Background: an optimization exercise with open tools, aiming at small area and a short achievable clock period. Do not read the settings as production practice. At most, simulation tests tie the RTL to the original design; equivalence was not proved. Power is estimated from default activity; no workload was simulated.

Setup of run A:
==> flow/design.v (excerpt) <==
module CPU(input clk,rst,
           output [11:0] imem_addr, input [18:0] imem_data,
           output [7:0] dmem_addr, dmem_wdata, output dmem_we, dmem_re, input [7:0] dmem_rdata);
Size: roughly 1000 cells after synthesis, about 180 flip-flops, ~59 I/O pins, ~0.011 sq mm of cells after synthesis.
Settings: LEC_CHECK=0, CAP_MARGIN=20, CORE_MARGIN=2, CORE_UTILIZATION=60, CTS_BUF_LIST=sky130_fd_sc_hd__clkbuf_8, SETUP_SLACK_MARGIN=3.0, SLEW_MARGIN=20, SYNTH_HIERARCHICAL=1; clock period 7.5 ns.
run.sh (not shown) runs the stock make flow with config.mk's settings and CLKGATE_MAP_FILE= SYNTH_SCRIPT=/design/flow/synth_recipe.tcl, a recipe that flattens the netlist after the stock synthesis.
Modified inputs, run B compared to run A
Settings: SETUP_SLACK_MARGIN: 3.0 -> 2.5.
[summary]
In the flow results for run B and run A, the worst slack at placement is larger on run B.
Between run B and run A, the overall power of the completed layout is higher for run A.
Arithmetic-cell share of the synthesized area counting full adders, half adders and majority gates of run A is on par with run B.
Run A has a higher final net count than run B.
Diff run A -> run B | worst setup slack | increase of 0.043 ns
In the flow results for run B and run A, the cell area is larger on run A.
Comparing run B and run A, the higher met2 capacity usage during global routing was measured on run A.
Lower biggest cell delay along the critical path goes to run A over run B.
Taking run A as the reference point, the number of instances in the placed design of run B rises by 0.62%.
Relative to run A, run B improves aggregate routed wire length.
Number of vias in the routed layout went down by a few percent going from run A to run B.
diff inputs: run B => run C
Settings: clearing SYNTH_HIERARCHICAL, which used to be 1.
==> flow/flow/run.sh (new file) <==
#!/bin/bash
# Own layout flow: the standard ORFS flow, with two changes to synthesis
# (no full/half-adder extraction, and an area-oriented abc mapping) and
# plain buffers on the ports. Each step's output goes to a log of its own.
set -euo pipefail
HERE=$(pwd)
FL=$HERE/flow

# synthesis script: the standard flow's, sourcing ORFS's synth.tcl with the abc call
# switched to flow/synth.abc
sed "s#log_cmd abc {\\*}\$abc_args#log_cmd abc -script $FL/synth.abc {*}[lrange \$abc_args 2 end]#" \
  "$FLOW_HOME/scripts/synth.tcl" > "$HERE/own_synth_core.tcl"
grep -q 'synth.abc' "$HERE/own_synth_core.tcl"
sed "s#source \$::env(SCRIPTS_DIR)/synth.tcl#source $HERE/own_synth_core.tcl#" \
  "$HERE/synth_recipe.tcl" > "$HERE/own_synth.tcl"
grep -q own_synth_core "$HERE/own_synth.tcl"

bash standard.sh SYNTH_SCRIPT="$HERE/own_synth.tcl" ADDER_MAP_FILE= SYNTH_OPERATIONS_ARGS=" " synth > "$HERE/synth.log" 2>&1

EXTRA=()
if [[ -f $FL/extra.mk ]]; then
  while read -r l; do [[ -n $l && $l != \#* ]] && EXTRA+=("$l"); done < "$FL/extra.mk"
fi
bash standard.sh "${EXTRA[@]}" finish > "$HERE/layout.log" 2>&1
==> flow/flow/extra.mk (new file) <==
# make variables for the layout steps, one per line
BUFFER_PORTS_ARGS=-buffer_cell sky130_fd_sc_hd__buf_2
==> flow/flow/synth.abc (new file) <==
strash
dch
map -D 3500
topo
buffer -c
upsize -c -D 3500
dnsize -c -D 3500
==> flow/standard.sh (new file) <==
#!/bin/bash
# synth_recipe.tcl (not shown) runs the flow's synth.tcl, then flattens the netlist and writes it again
# the make line also repeats each setting of config.mk as NAME=value (left out here)
make -C /OpenROAD-flow-scripts/flow DESIGN_CONFIG=/design/flow/config.mk WORK_HOME=/design/flow/orfs CLKGATE_MAP_FILE= SYNTH_SCRIPT=/design/flow/synth_recipe.tcl "${@:-finish}"
removed: flow/run.sh
## What came out
Measured against run B, the total of cells resized after clock tree synthesis of run C comes out at 0.37 times the reference value.
Diff run B and run C: post-layout utilization of the core higher in run B
Summary of run C over run B: fraction of power consumed by the clock network up 1.1 points, wire length of the first global-routing pass down about 2.6%, fraction of synthesis flops using an asynchronous set or reset pin flat, cell depth of the worst min-delay path up 1.
Against run B, largest voltage drop on the vdd net in run C fell by more than 10%.
There was hardly any difference in final clock skew between run C and run B.
Against run B as the reference, run C delivers a lower total power.
Sort run B and run C by count of clock-buffer cells in the layout asc -> top: run B
Slowest library cell on the worst path = nand4_1: run C; slowest library cell on the worst path = or4b_1: run B
The wire length reported by the detailed router of run C was superior to that of run B.
> inputs changed (run C -> run D)
Settings: setting SYNTH_HIERARCHICAL to 0 for the first time; changing SETUP_SLACK_MARGIN from 2.5 to 3.0; setting ABC_AREA to 1 for the first time.
==> flow/run.sh (new file) <==
#!/bin/bash
# synth_recipe.tcl (not shown) runs the flow's synth.tcl, then flattens the netlist and writes it again
# the make line also repeats each setting of config.mk as NAME=value (left out here)
make -C /OpenROAD-flow-scripts/flow DESIGN_CONFIG=/design/flow/config.mk WORK_HOME=/design/flow/orfs CLKGATE_MAP_FILE= SYNTH_SCRIPT=/design/flow/synth_recipe.tcl finish
removed: flow/flow/run.sh
removed: flow/flow/extra.mk
removed: flow/flow/synth.abc
removed: flow/standard.sh
[summary]
Run D completed every stage of the flow, and the final layout passed the timing, DRC and antenna checks. Run D vs run C — vertical extent of the die climbed by a little under 10%. On multiplexer fraction of the synthesized cell area, run C and run D are neck and neck. Looking only at wire length, and setting everything else aside, the lower value of run C and run D goes to run C. Summary of run D over run C: clock input transition at the sequential cells of the worst setup and hold paths held, sequential share of layout area went down 8.1 points, DRC violation total after the first TritonRoute iteration went up 13. Cell count: run D higher than run C.
> inputs changed (run D -> run E)
Settings: ABC_AREA no longer set, was 1; SYNTH_HIERARCHICAL no longer set, was 0; SETUP_SLACK_MARGIN now 2.5, was 3.0.
==> flow/flow/run.sh (new file) <==
#!/bin/bash
# Own layout flow: the standard ORFS flow with changes to synthesis (no
# full/half-adder extraction; abc maps the top module for area and the
# modules in KEEP for speed) and plain buffers on the ports. Each step's
# output goes to a log of its own in this folder.
set -euo pipefail
HERE=$(pwd)
FL=$HERE/flow
KEEP=$(cat "$FL/keep_modules.txt")

# synthesis script: the standard flow's, sourcing ORFS's synth.tcl with the abc call
# replaced by flow/abc_step.tcl
sed "s#@FL@#$FL#g" "$FL/abc_step.tcl" > "$HERE/own_abc_step.tcl"
sed "s#log_cmd abc {\\*}\$abc_args#source $HERE/own_abc_step.tcl#" \
  "$FLOW_HOME/scripts/synth.tcl" > "$HERE/own_synth_core.tcl"
grep -q 'own_abc_step' "$HERE/own_synth_core.tcl"
sed "s#source \$::env(SCRIPTS_DIR)/synth.tcl#source $HERE/own_synth_core.tcl#" \
  "$HERE/synth_recipe.tcl" > "$HERE/own_synth.tcl"
grep -q own_synth_core "$HERE/own_synth.tcl"

bash standard.sh SYNTH_SCRIPT="$HERE/own_synth.tcl" ADDER_MAP_FILE= SYNTH_OPERATIONS_ARGS=" " \
  SYNTH_KEEP_MODULES="$KEEP" synth > "$HERE/synth.log" 2>&1

EXTRA=()
if [[ -f $FL/extra.mk ]]; then
  while read -r l; do [[ -n $l && $l != \#* ]] && EXTRA+=("$l"); done < "$FL/extra.mk"
fi
bash standard.sh "${EXTRA[@]}" finish > "$HERE/layout.log" 2>&1
==> flow/flow/abc_step.tcl (new file) <==
# abc mapping: the modules kept apart (SYNTH_KEEP_MODULES) for speed, the
# top module for area. @FL@ is replaced by the flow folder.
set own_rest [lrange $abc_args 2 end]
foreach own_m $::env(SYNTH_KEEP_MODULES) {
  log_cmd abc -script @FL@/fast.abc {*}$own_rest $own_m
}
log_cmd abc -script @FL@/synth.abc {*}$own_rest $::env(DESIGN_NAME)
==> flow/flow/extra.mk (new file) <==
# make variables for the layout steps, one per line
BUFFER_PORTS_ARGS=-buffer_cell sky130_fd_sc_hd__buf_2
==> flow/flow/fast.abc (new file) <==
strash
dch
map -D 700
topo
buffer -c
upsize -c -D 700
dnsize -c -D 700
==> flow/flow/keep_modules.txt (new file) <==
agu
==> flow/flow/synth.abc (new file) <==
strash
dch
map -D 3500
topo
buffer -c
upsize -c -D 3500
dnsize -c -D 3500
==> flow/standard.sh (new file) <==
#!/bin/bash
# synth_recipe.tcl (not shown) runs the flow's synth.tcl, then flattens the netlist and writes it again
# the make line also repeats each setting of config.mk as NAME=value (left out here)
make -C /OpenROAD-flow-scripts/flow DESIGN_CONFIG=/design/flow/config.mk WORK_HOME=/design/flow/orfs CLKGATE_MAP_FILE= SYNTH_SCRIPT=/design/flow/synth_recipe.tcl "${@:-finish}"
removed: flow/run.sh
[summary]
Run comparison: run E timing startpoint of the critical path imem_data[9]; run D timing startpoint of the critical path imem_data[10]
Run D -> run E: wire length of the first global-routing pass decreased by more than 10%
Run E | status: complete | timing, DRC, antenna: pass
Going from run D to run E, fraction of area in multi-input gates down 4.5 points; count of fill cells added during filler insertion went down 3.8%; total power per unit cell area saw an increase; layout cell share with drive strength beyond 1 went down 2.2 points; via count shows a reduction of 1186.
Changes observed in run E relative to run D: setup slack after layout rose by 0.021 ns, summed instance area of the synthesized netlist fell by 0.0014 sq mm, routed wire length fell by about 12%, combinational power fell by 16%.
Run D -> run E: tap cell count decreased by more than 10%
Function was not checked in any run of this note: the RTL went through the layout flow alone.


Another version of the RTL of CPU (not shown whole).
For scale: ~1200 cells after synthesis, roughly 180 flip-flops, about 59 I/O pins, about 10000 um^2 of cells after synthesis.
## CPU
module CPU(input clk,rst,
           output [11:0] imem_addr, input [18:0] imem_data,
           output [7:0] dmem_addr, dmem_wdata, output dmem_we, dmem_re, input [7:0] dmem_rdata);
clock: 7.5 ns
lec_check: 0
cap_margin: 5
core_margin: 2
core_utilization: 67
cts_buf_list: sky130_fd_sc_hd__clkbuf_8
setup_slack_margin: 2.5
slew_margin: 5
standard.sh (not shown) runs the stock make flow with config.mk's settings and CLKGATE_MAP_FILE= SYNTH_SCRIPT=/design/flow/synth_recipe.tcl, a recipe that flattens the netlist after the stock synthesis.
==> flow/flow/run.sh <==
#!/bin/bash
# Own layout flow: the standard ORFS flow with changes to synthesis (no
# full/half-adder extraction; abc maps the top module for area and the
# modules in KEEP for speed) and plain buffers on the ports. Each step's
# output goes to a log of its own in this folder.
set -euo pipefail
HERE=$(pwd)
FL=$HERE/flow
KEEP=$(cat "$FL/keep_modules.txt")

# synthesis script: the standard flow's, sourcing ORFS's synth.tcl with the abc call
# replaced by flow/abc_step.tcl
sed "s#@FL@#$FL#g" "$FL/abc_step.tcl" > "$HERE/own_abc_step.tcl"
sed "s#log_cmd abc {\\*}\$abc_args#source $HERE/own_abc_step.tcl#" \
  "$FLOW_HOME/scripts/synth.tcl" > "$HERE/own_synth_core.tcl"
grep -q 'own_abc_step' "$HERE/own_synth_core.tcl"
sed "s#source \$::env(SCRIPTS_DIR)/synth.tcl#source $HERE/own_synth_core.tcl#" \
  "$HERE/synth_recipe.tcl" > "$HERE/own_synth.tcl"
grep -q own_synth_core "$HERE/own_synth.tcl"

bash standard.sh SYNTH_SCRIPT="$HERE/own_synth.tcl" ADDER_MAP_FILE= SYNTH_OPERATIONS_ARGS=" " \
  SYNTH_KEEP_MODULES="$KEEP" synth > "$HERE/synth.log" 2>&1

EXTRA=()
if [[ -f $FL/extra.mk ]]; then
  while read -r l; do [[ -n $l && $l != \#* ]] && EXTRA+=("$l"); done < "$FL/extra.mk"
fi
bash standard.sh "${EXTRA[@]}" finish > "$HERE/layout.log" 2>&1
==> flow/flow/abc_step.tcl <==
# abc mapping: the modules kept apart (SYNTH_KEEP_MODULES) for speed, the
# top module for area. @FL@ is replaced by the flow folder.
set own_rest [lrange $abc_args 2 end]
foreach own_m $::env(SYNTH_KEEP_MODULES) {
  log_cmd abc -script @FL@/fast.abc {*}$own_rest $own_m
}
log_cmd abc -script @FL@/synth.abc {*}$own_rest $::env(DESIGN_NAME)
==> flow/flow/extra.mk <==
# make variables for the layout steps, one per line
BUFFER_PORTS_ARGS=-buffer_cell sky130_fd_sc_hd__buf_1
CTS_ARGS=-sink_clustering_enable -repair_clock_nets -buf_list sky130_fd_sc_hd__clkbuf_8 -dont_use_dummy_load
==> flow/flow/fast.abc <==
strash
dch
map -D 700
topo
buffer -c
upsize -c -D 700
dnsize -c -D 700
==> flow/flow/keep_modules.txt <==
agu
==> flow/flow/synth.abc <==
strash
dch
map -D 3500
topo
buffer -c
upsize -c -D 3500
dnsize -c -D 3500
The first run passed the timing, DRC and antenna checks.
Change:
==> flow/flow/extra.mk (replaced) <==
# make variables for the layout steps, one per line
BUFFER_PORTS_ARGS=-buffer_cell sky130_fd_sc_hd__buf_1
- CORE_UTILIZATION: 67 -> 60
- SETUP_SLACK_MARGIN: 2.5 -> 2.3
=>
- clock skew went down by 0.0076 ns
- setup slack is worse by 0.063 ns
- power came out higher by 4.4%
- via count went down by 3.7%
- combinational power decreases by about 7%
Change:
==> flow/flow/extra.mk (replaced) <==
# make variables for the layout steps, one per line
BUFFER_PORTS_ARGS=-buffer_cell sky130_fd_sc_hd__buf_2
- CAP_MARGIN: 5 -> 20
- SETUP_SLACK_MARGIN: 2.3 -> 3.0
- SLEW_MARGIN: 5 -> 20
The changed run ran to the end with no violations.
Die area does not change.
Flip-flop and latch count stays the same.
Clock-buffer cell count is lower by 1.
Worst hold slack is better by 0.0072 ns.
Final area came out higher by 14%.
Via count is higher by 8.5%.
Worst setup slack gets better by 0.082 ns.
Register-to-register slack improved by 0.40 ns.
Total power rises by 7.5%.
Change:
==> flow/flow/extra.mk (replaced) <==
# make variables for the layout steps, one per line
BUFFER_PORTS_ARGS=-buffer_cell sky130_fd_sc_hd__buf_1
CTS_ARGS=-sink_clustering_enable -repair_clock_nets -buf_list {sky130_fd_sc_hd__clkbuf_4 sky130_fd_sc_hd__clkbuf_8} -dont_use_dummy_load
- CAP_MARGIN: 20 -> 5
- SETUP_SLACK_MARGIN: 3.0 -> 2.5
- SLEW_MARGIN: 20 -> 5
What happened:
- first-iteration DRC count goes down by 19%
- register-to-register slack loses 0.23 ns
- cell area goes down by 11%
Change:
==> flow/flow/extra.mk (replaced) <==
# make variables for the layout steps, one per line
BUFFER_PORTS_ARGS=-buffer_cell sky130_fd_sc_hd__buf_1
CTS_ARGS=-sink_clustering_enable -repair_clock_nets -buf_list sky130_fd_sc_hd__clkbuf_8 -dont_use_dummy_load
==> flow/flow/synth.abc (replaced) <==
strash
dch
map -D 3500
strash
dch
map -D 3500
topo
buffer -c
upsize -c -D 3500
dnsize -c -D 3500
=> Design area goes up by about 2%; via count goes up by about 3.4%; clock skew goes up by 0.0030 ns; total power goes down by 2.1%; core utilization goes up by 3.4 points; routed wire length goes up by about 4.4%; clock-buffer cell count does not change; worst hold slack gets better by 0.010 ns.


Starting RTL as in the previous note.
export LEC_CHECK = 0
export CAP_MARGIN = 5
export CORE_ASPECT_RATIO = 0.6
export CORE_MARGIN = 2
export CORE_UTILIZATION = 60
export CTS_BUF_LIST = sky130_fd_sc_hd__clkbuf_8
export SETUP_SLACK_MARGIN = 2.5
export SLEW_MARGIN = 5
create_clock -name core_clock -period 7.5 [get_ports {clk}]
==> flow/flow/extra.mk <==
# make variables for the layout steps, one per line
BUFFER_PORTS_ARGS=-buffer_cell sky130_fd_sc_hd__buf_1
CTS_ARGS=-sink_clustering_enable -repair_clock_nets -buf_list sky130_fd_sc_hd__clkbuf_8 -dont_use_dummy_load
==> flow/flow/synth.abc <==
strash
dch
map -D 3500
topo
buffer -c
upsize -c -D 3500
dnsize -c -D 3500
Scripts as last shown in full above: flow/flow/run.sh, flow/flow/abc_step.tcl, flow/flow/fast.abc, flow/flow/keep_modules.txt
==> next run, changes <==
CORE_ASPECT_RATIO = not set   (was 0.6)
GPL_ROUTABILITY_DRIVEN = 0   (was not set)
Result: Non-clock buffer count goes down by 16; via count goes down by a few percent; critical path depth goes down by 12; cell count goes down slightly; sequential power barely changes; clock-buffer cell count does not change; design area goes down by a few percent; fmax goes down by a few percent; utilization goes down by 2.5 points.


== oak ==
The RTL this note starts from:
==> flow/design.v <==
`timescale 1ns/1ns
module agu(input [7:0] a, b, output logic [7:0] s);
  logic [7:0] g [0:3];
  logic [7:0] p [0:3];
  always_comb begin
    g[0] = a & b;
    p[0] = a ^ b;
    for (int l = 0; l < 3; l++)
      for (int i = 0; i < 8; i++)
        if (i >= (1 << l)) begin
          g[l+1][i] = g[l][i] | (p[l][i] & g[l][i - (1 << l)]);
          p[l+1][i] = p[l][i] & p[l][i - (1 << l)];
        end else begin
          g[l+1][i] = g[l][i];
          p[l+1][i] = p[l][i];
        end
    s[0] = p[0][0];
    for (int i = 1; i < 8; i++) s[i] = p[0][i] ^ g[3][i-1];
  end
endmodule
`timescale 1ns/1ns
module CPU(input clk,rst,
           output [11:0] imem_addr, input [18:0] imem_data,
           output [7:0] dmem_addr, dmem_wdata, output dmem_we, dmem_re, input [7:0] dmem_rdata);
  wire [18:0] ins = imem_data;
  logic [11:0] pc;
  logic z, c;
  logic [7:0][7:0] R;           
  logic [7:0][11:0] stk;        
  logic [2:0] sp;               
  logic [3:0] cnt;              
  wire is_alu  = ~ins[18];                            
  wire is_ld   = ins[18:14] == 5'b10000;
  wire is_st   = ins[18:14] == 5'b10001;
  wire is_sh   = ins[18:16] == 3'b110;
  wire is_br   = ins[18:16] == 3'b101;
  wire is_jmp  = ins[18:15] == 4'b1110;               
  wire is_call = ins[18:14] == 5'b11101;
  wire is_ret  = ins[18:13] == 6'b111100;
  wire wr_reg  = is_alu | is_ld | is_sh;
  wire ld_fl   = is_alu | is_sh;
  wire [7:0] imm = ins[7:0];
  wire [2:0] ra = ins[10:8];
  wire [2:0] rb = ins[18] ? ins[13:11] : ins[7:5];
  logic [7:0] a, rbv;
  always_comb begin
    a = 8'd0;
    rbv = 8'd0;
    for (int i = 0; i < 8; i++) begin
      a = a | (R[i] & {8{ra == i}});
      rbv = rbv | (R[i] & {8{rb == i}});
    end
  end
  agu agu0(.a(a), .b(imm), .s(dmem_addr));
  assign dmem_wdata = rbv;
  assign dmem_we    = ~rst & is_st;
  assign dmem_re    = ~rst & is_ld;
  assign imem_addr  = pc;
  wire [2:0] fn = ins[16:14];
  wire [7:0] b = ins[17] ? imm : rbv;
  wire sub = fn[1] & ~fn[2];
  wire y = sub & fn[0] & c;                     
  wire ci = sub | (fn[0] & c);
  logic [7:0] ay;                               
  logic ya;
  always_comb begin
    logic t;
    t = y;
    for (int i = 0; i < 8; i++) begin
      ay[i] = a[i] ^ t;
      t = t & a[i];
    end
    ya = t;
  end
  wire [7:0] bb = sub ? ~b : b;
  wire [8:0] sum9 = {1'b0, ay} + {1'b0, bb} + {8'd0, ci};
  wire c8 = sum9[8] ^ ya ^ sub;                 
  wire [7:0] pp = ay ^ bb;
  wire [7:0] gg = ay & bb;
  wire [7:0] oo = ay | bb;
  logic [7:0] lg;
  always_comb begin
    case (fn[1:0])
      2'b00: lg = gg;
      2'b01: lg = oo;
      2'b10: lg = pp;
      default: lg = ~gg;
    endcase
  end
  wire zsum = (pp[0] == ci) & (pp[7:1] == oo[6:0]);
  wire [7:0] alures = fn[2] ? lg : sum9[7:0];
  wire aluc = ~fn[2] & c8;
  wire aluz = fn[2] ? (lg == 8'd0) : zsum;
  wire [2:0] s = ins[7:5];
  wire [1:0] fn2 = ins[15:14];
  wire right = fn2[0];
  wire [2:0] amt = right ? (3'd0 - s) : s;            
  wire [15:0] dd = {a, a} << amt;
  wire [7:0] rot = dd[15:8];
  wire [7:0] lmask = 8'hff << s;
  wire [7:0] rmask = 8'hff >> s;
  wire [7:0] shres = fn2[1] ? rot : (rot & (right ? rmask : lmask));
  wire shc = ~fn2[1] & (s != 3'd0) & (right ? rot[7] : rot[0]);
  wire [7:0] res = is_sh ? shres : alures;
  wire nc = is_sh ? shc : aluc;
  wire nz = is_sh ? (shres == 8'd0) : aluz;
  wire [7:0] wd = is_ld ? dmem_rdata : res;
  logic [7:0] spd;
  wire live = cnt != 4'd0;
  always_comb for (int i = 0; i < 8; i++) spd[i] = (sp == i);
  logic [11:0] top;
  always_comb begin
    top = 12'd0;
    for (int i = 0; i < 8; i++) top = top | (stk[i] & {12{spd[i] & live}});
  end
  wire cond = (ins[15] ? c : z) ^ ins[14];
  wire taken = is_br & cond;
  wire [11:0] pcn = pc + ({{4{imm[7]}}, imm} & {12{taken}}) + 12'd1;
  logic [11:0] npc;
  always_comb begin
    if (is_jmp)         npc = ins[11:0];
    else if (is_ret)    npc = top;
    else                npc = pcn;
  end
  always_ff @(posedge clk, posedge rst) begin
    if (rst) begin
      pc <= 12'd0;
      z <= 1'b0;
      c <= 1'b0;
      R <= '0;
      sp <= 3'd0;
      cnt <= 4'd0;
    end else begin
      pc <= npc;
      if (ld_fl) begin
        z <= nz;
        c <= nc;
      end
      for (int i = 0; i < 8; i++)
        if (wr_reg && ins[13:11] == i) R[i] <= wd;
      if (is_call) begin
        sp <= sp + 3'd1;
        if (cnt != 4'd8) cnt <= cnt + 4'd1;
      end else if (is_ret) begin
        sp <= sp - 3'd1;
        if (cnt != 4'd0) cnt <= cnt - 4'd1;
      end
    end
  end
  always_ff @(posedge clk)
    for (int i = 0; i < 8; i++)
      if (is_call & spd[(i + 7) % 8]) stk[i] <= pcn;
endmodule
==> flow/config.mk <==
export PLATFORM = sky130hd
export DESIGN_NAME = CPU
export DESIGN_NICKNAME = CPU
export VERILOG_FILES = /design/flow/design.v
export SDC_FILE = /design/flow/constraint.sdc
export NUM_CORES = 4
export LEC_CHECK = 0
export CAP_MARGIN = 5
export CORE_MARGIN = 2
export CORE_UTILIZATION = 60
export CTS_BUF_LIST = sky130_fd_sc_hd__clkbuf_8
export SETUP_SLACK_MARGIN = 2.5
export SLEW_MARGIN = 5
==> flow/constraint.sdc <==
create_clock -name core_clock -period 7.5 [get_ports {clk}]
set_input_delay 1.5000 -clock core_clock [delete_from_list [all_inputs] [get_ports {clk}]]
set_output_delay 1.5000 -clock core_clock [all_outputs]
set_load 0.01 [all_outputs]
==> flow/flow/extra.mk <==
# make variables for the layout steps, one per line
BUFFER_PORTS_ARGS=-buffer_cell sky130_fd_sc_hd__buf_1
CTS_ARGS=-sink_clustering_enable -repair_clock_nets -buf_list sky130_fd_sc_hd__clkbuf_8 -dont_use_dummy_load
RECOVER_POWER=100
Scripts as last shown in full above: flow/flow/run.sh, flow/flow/abc_step.tcl, flow/flow/fast.abc, flow/flow/keep_modules.txt, flow/flow/synth.abc
In oak the implementation ran to completion but is not tape-out ready, as the final checks report capacitance limit, slew limit.
What pine does differently from oak at the input level:
# oak
export LEC_CHECK = 0
export CAP_MARGIN = 5
export CORE_MARGIN = 2
export CORE_UTILIZATION = 60
export CTS_BUF_LIST = sky130_fd_sc_hd__clkbuf_8
export SETUP_SLACK_MARGIN = 2.5
export SLEW_MARGIN = 5
create_clock -name core_clock -period 7.5 [get_ports {clk}]
# pine
export LEC_CHECK = 0
export CAP_MARGIN = 5
export CORE_MARGIN = 2
export CORE_UTILIZATION = 50
export CTS_BUF_LIST = sky130_fd_sc_hd__clkbuf_8
export SETUP_SLACK_MARGIN = 2.5
export SLEW_MARGIN = 5
create_clock -name core_clock -period 7.5 [get_ports {clk}]
diff --git a/flow/flow/extra.mk b/flow/flow/extra.mk
--- a/flow/flow/extra.mk
+++ b/flow/flow/extra.mk
@@ -3,2 +3 @@
 CTS_ARGS=-sink_clustering_enable -repair_clock_nets -buf_list sky130_fd_sc_hd__clkbuf_8 -dont_use_dummy_load
-RECOVER_POWER=100
==> comparison <==
No stage failed in pine, and the final checks on the layout all came back clean. Taking oak as the reference, in pine area after synthesis roughly the same; count of final max-slew check failures lower. Power per standard cell area in pine is 0.62% below oak. in -> out as the category of the critical setup timing path was reported by pine, and in -> reg by oak. [pine] overall via count from detail_route fell 0.62% relative to oak. Higher combinational share of power was reported by pine, not oak. Routed metal-1 wire length, pine vs oak: up by a little under 10%. Critical path depth (higher): oak. Comparing pine and oak, the lower max-slew headroom at the worst pin was measured on oak.
Modified inputs, birch compared to pine
# pine
export LEC_CHECK = 0
export CAP_MARGIN = 5
export CORE_MARGIN = 2
export CORE_UTILIZATION = 50
export CTS_BUF_LIST = sky130_fd_sc_hd__clkbuf_8
export SETUP_SLACK_MARGIN = 2.5
export SLEW_MARGIN = 5
create_clock -name core_clock -period 7.5 [get_ports {clk}]
# birch
export LEC_CHECK = 0
export CAP_MARGIN = 5
export CORE_MARGIN = 2
export CORE_UTILIZATION = 60
export CTS_BUF_LIST = sky130_fd_sc_hd__clkbuf_8
export SETUP_SLACK_MARGIN = 2.5
export SLEW_MARGIN = 5
create_clock -name core_clock -period 7.5 [get_ports {clk}]
==> flow/flow/synth.abc <==
strash
dch
map -D 3000
topo
buffer -c
upsize -c -D 3000
dnsize -c -D 3000
==> run notes <==
Fraction of final layout cells with drive strength greater than 1, birch and pine: larger value in birch
Clock power, birch and pine, lower one = birch.
birch against pine: routed wire length now smaller, number of inserted diodes now sits at about the same level.
A startpoint of the worst setup timing path of imem_data[8] is what birch shows, while imem_data[9] belongs to pine.
Number of cell rows ended up 4 lower on birch than on pine.
The final reports for birch and pine show mean post-synth cell area higher in the former.
Inputs modified between birch and maple:
# birch
export LEC_CHECK = 0
export CAP_MARGIN = 5
export CORE_MARGIN = 2
export CORE_UTILIZATION = 60
export CTS_BUF_LIST = sky130_fd_sc_hd__clkbuf_8
export SETUP_SLACK_MARGIN = 2.5
export SLEW_MARGIN = 5
create_clock -name core_clock -period 7.5 [get_ports {clk}]
# maple
export LEC_CHECK = 0
export CAP_MARGIN = 5
export CORE_MARGIN = 2
export CORE_UTILIZATION = 60
export CTS_BUF_LIST = sky130_fd_sc_hd__clkbuf_8
export SETUP_SLACK_MARGIN = 3.0
export SLEW_MARGIN = 5
export TNS_END_PERCENT = 0
create_clock -name core_clock -period 7.5 [get_ports {clk}]
==> flow/flow/extra.mk <==
# make variables for the layout steps, one per line
BUFFER_PORTS_ARGS=-buffer_cell sky130_fd_sc_hd__buf_1
==> flow/flow/synth.abc <==
strash
dch
map -D 3500
topo
buffer -c
upsize -c -D 3500
dnsize -c -D 3500
### Flow results
On register-to-register slack, maple and birch are neck and neck. Summary: with birch as the reference, total power in maple moved up by a few percent. Re wire length: maple and birch aren't equal, and the lower value belongs to birch. | clock-buffer cell count | birch vs maple | ≈ equal |. The non-clock buffer count number comes out higher for maple vs birch. Row final-layout worst hold slack: maple higher / birch lower. On met1 wire length, birch tracks maple almost exactly. Summary: tightest slew margin relative to the limit, maple better than birch. Worst setup slack was higher in the run labelled maple. In the floorplan summary, maple is listed with a die area less than that of birch. Comparing maple and birch, non-filler instance count after layout is lower on birch.

## what the ideal ports hide
No port has a modelled driver above. Below, the same layouts with a new extraction and two added sets of constraints. Step 1 (the two cells are an assumption about what drives the block):
set clk [get_ports {clk}]
set_driving_cell -lib_cell sky130_fd_sc_hd__clkbuf_16 $clk
set_driving_cell -lib_cell sky130_fd_sc_hd__buf_2 [delete_from_list [all_inputs] $clk]
Step 2 moves the port delays by t, midway between the first and last clock arrival at a register: inputs arrive t later, outputs are due t later. That takes back most of the time a late clock gives input paths. Slacks: no drivers / after step 1 / after step 2; pairs: no drivers / after step 1.
run	t (ns)	slack for setup (ns)	hold WS [ns]	clock arrival spread, ns
run A	0.507	2.203 / 2.090 / 1.901	0.523 / 0.523 / 0.523	0.030 / 0.030
run B	0.516	2.246 / 2.187 / 1.691	0.519 / 0.519 / 0.519	0.023 / 0.023
run C	0.508	1.988 / 1.894 / 1.894	0.531 / 0.531 / 0.531	0.024 / 0.023
run D	0.521	2.346 / 2.285 / 2.207	0.501 / 0.501 / 0.501	0.028 / 0.028
run E	0.514	2.368 / 2.291 / 2.016	0.529 / 0.529 / 0.529	0.022 / 0.022
the first run of note 2	0.490	2.459 / 2.390 / 2.027	0.524 / 0.524 / 0.524	0.028 / 0.029
the second run of note 2	0.499	2.396 / 2.373 / 2.103	0.527 / 0.527 / 0.527	0.021 / 0.021
the third run of note 2	0.495	2.478 / 2.421 / 2.295	0.534 / 0.534 / 0.534	0.020 / 0.021
the fourth run of note 2	0.495	2.599 / 2.549 / 2.237	0.512 / 0.512 / 0.512	0.036 / 0.037
the fifth run of note 2	0.502	2.489 / 2.502 / 2.000	0.523 / 0.523 / 0.523	0.050 / 0.050
the first run of note 3	0.490	2.486 / 2.449 / 1.988	0.503 / 0.503 / 0.503	0.048 / 0.048
the second run of note 3	0.488	2.327 / 2.305 / 2.231	0.488 / 0.488 / 0.488	0.039 / 0.040
oak	0.490	1.633 / 1.651 / 1.160	0.514 / 0.514 / 0.514	0.035 / 0.035
pine	0.493	2.619 / 2.571 / 2.216	0.493 / 0.493 / 0.493	0.037 / 0.037
birch	0.481	2.559 / 2.527 / 2.233	0.487 / 0.487 / 0.487	0.031 / 0.032
maple	0.494	2.612 / 2.565 / 2.239	0.508 / 0.508 / 0.508	0.023 / 0.023
The setup slack of run B, which loses most, moves by -0.059 ns with the drivers and by -0.555 ns with both steps.
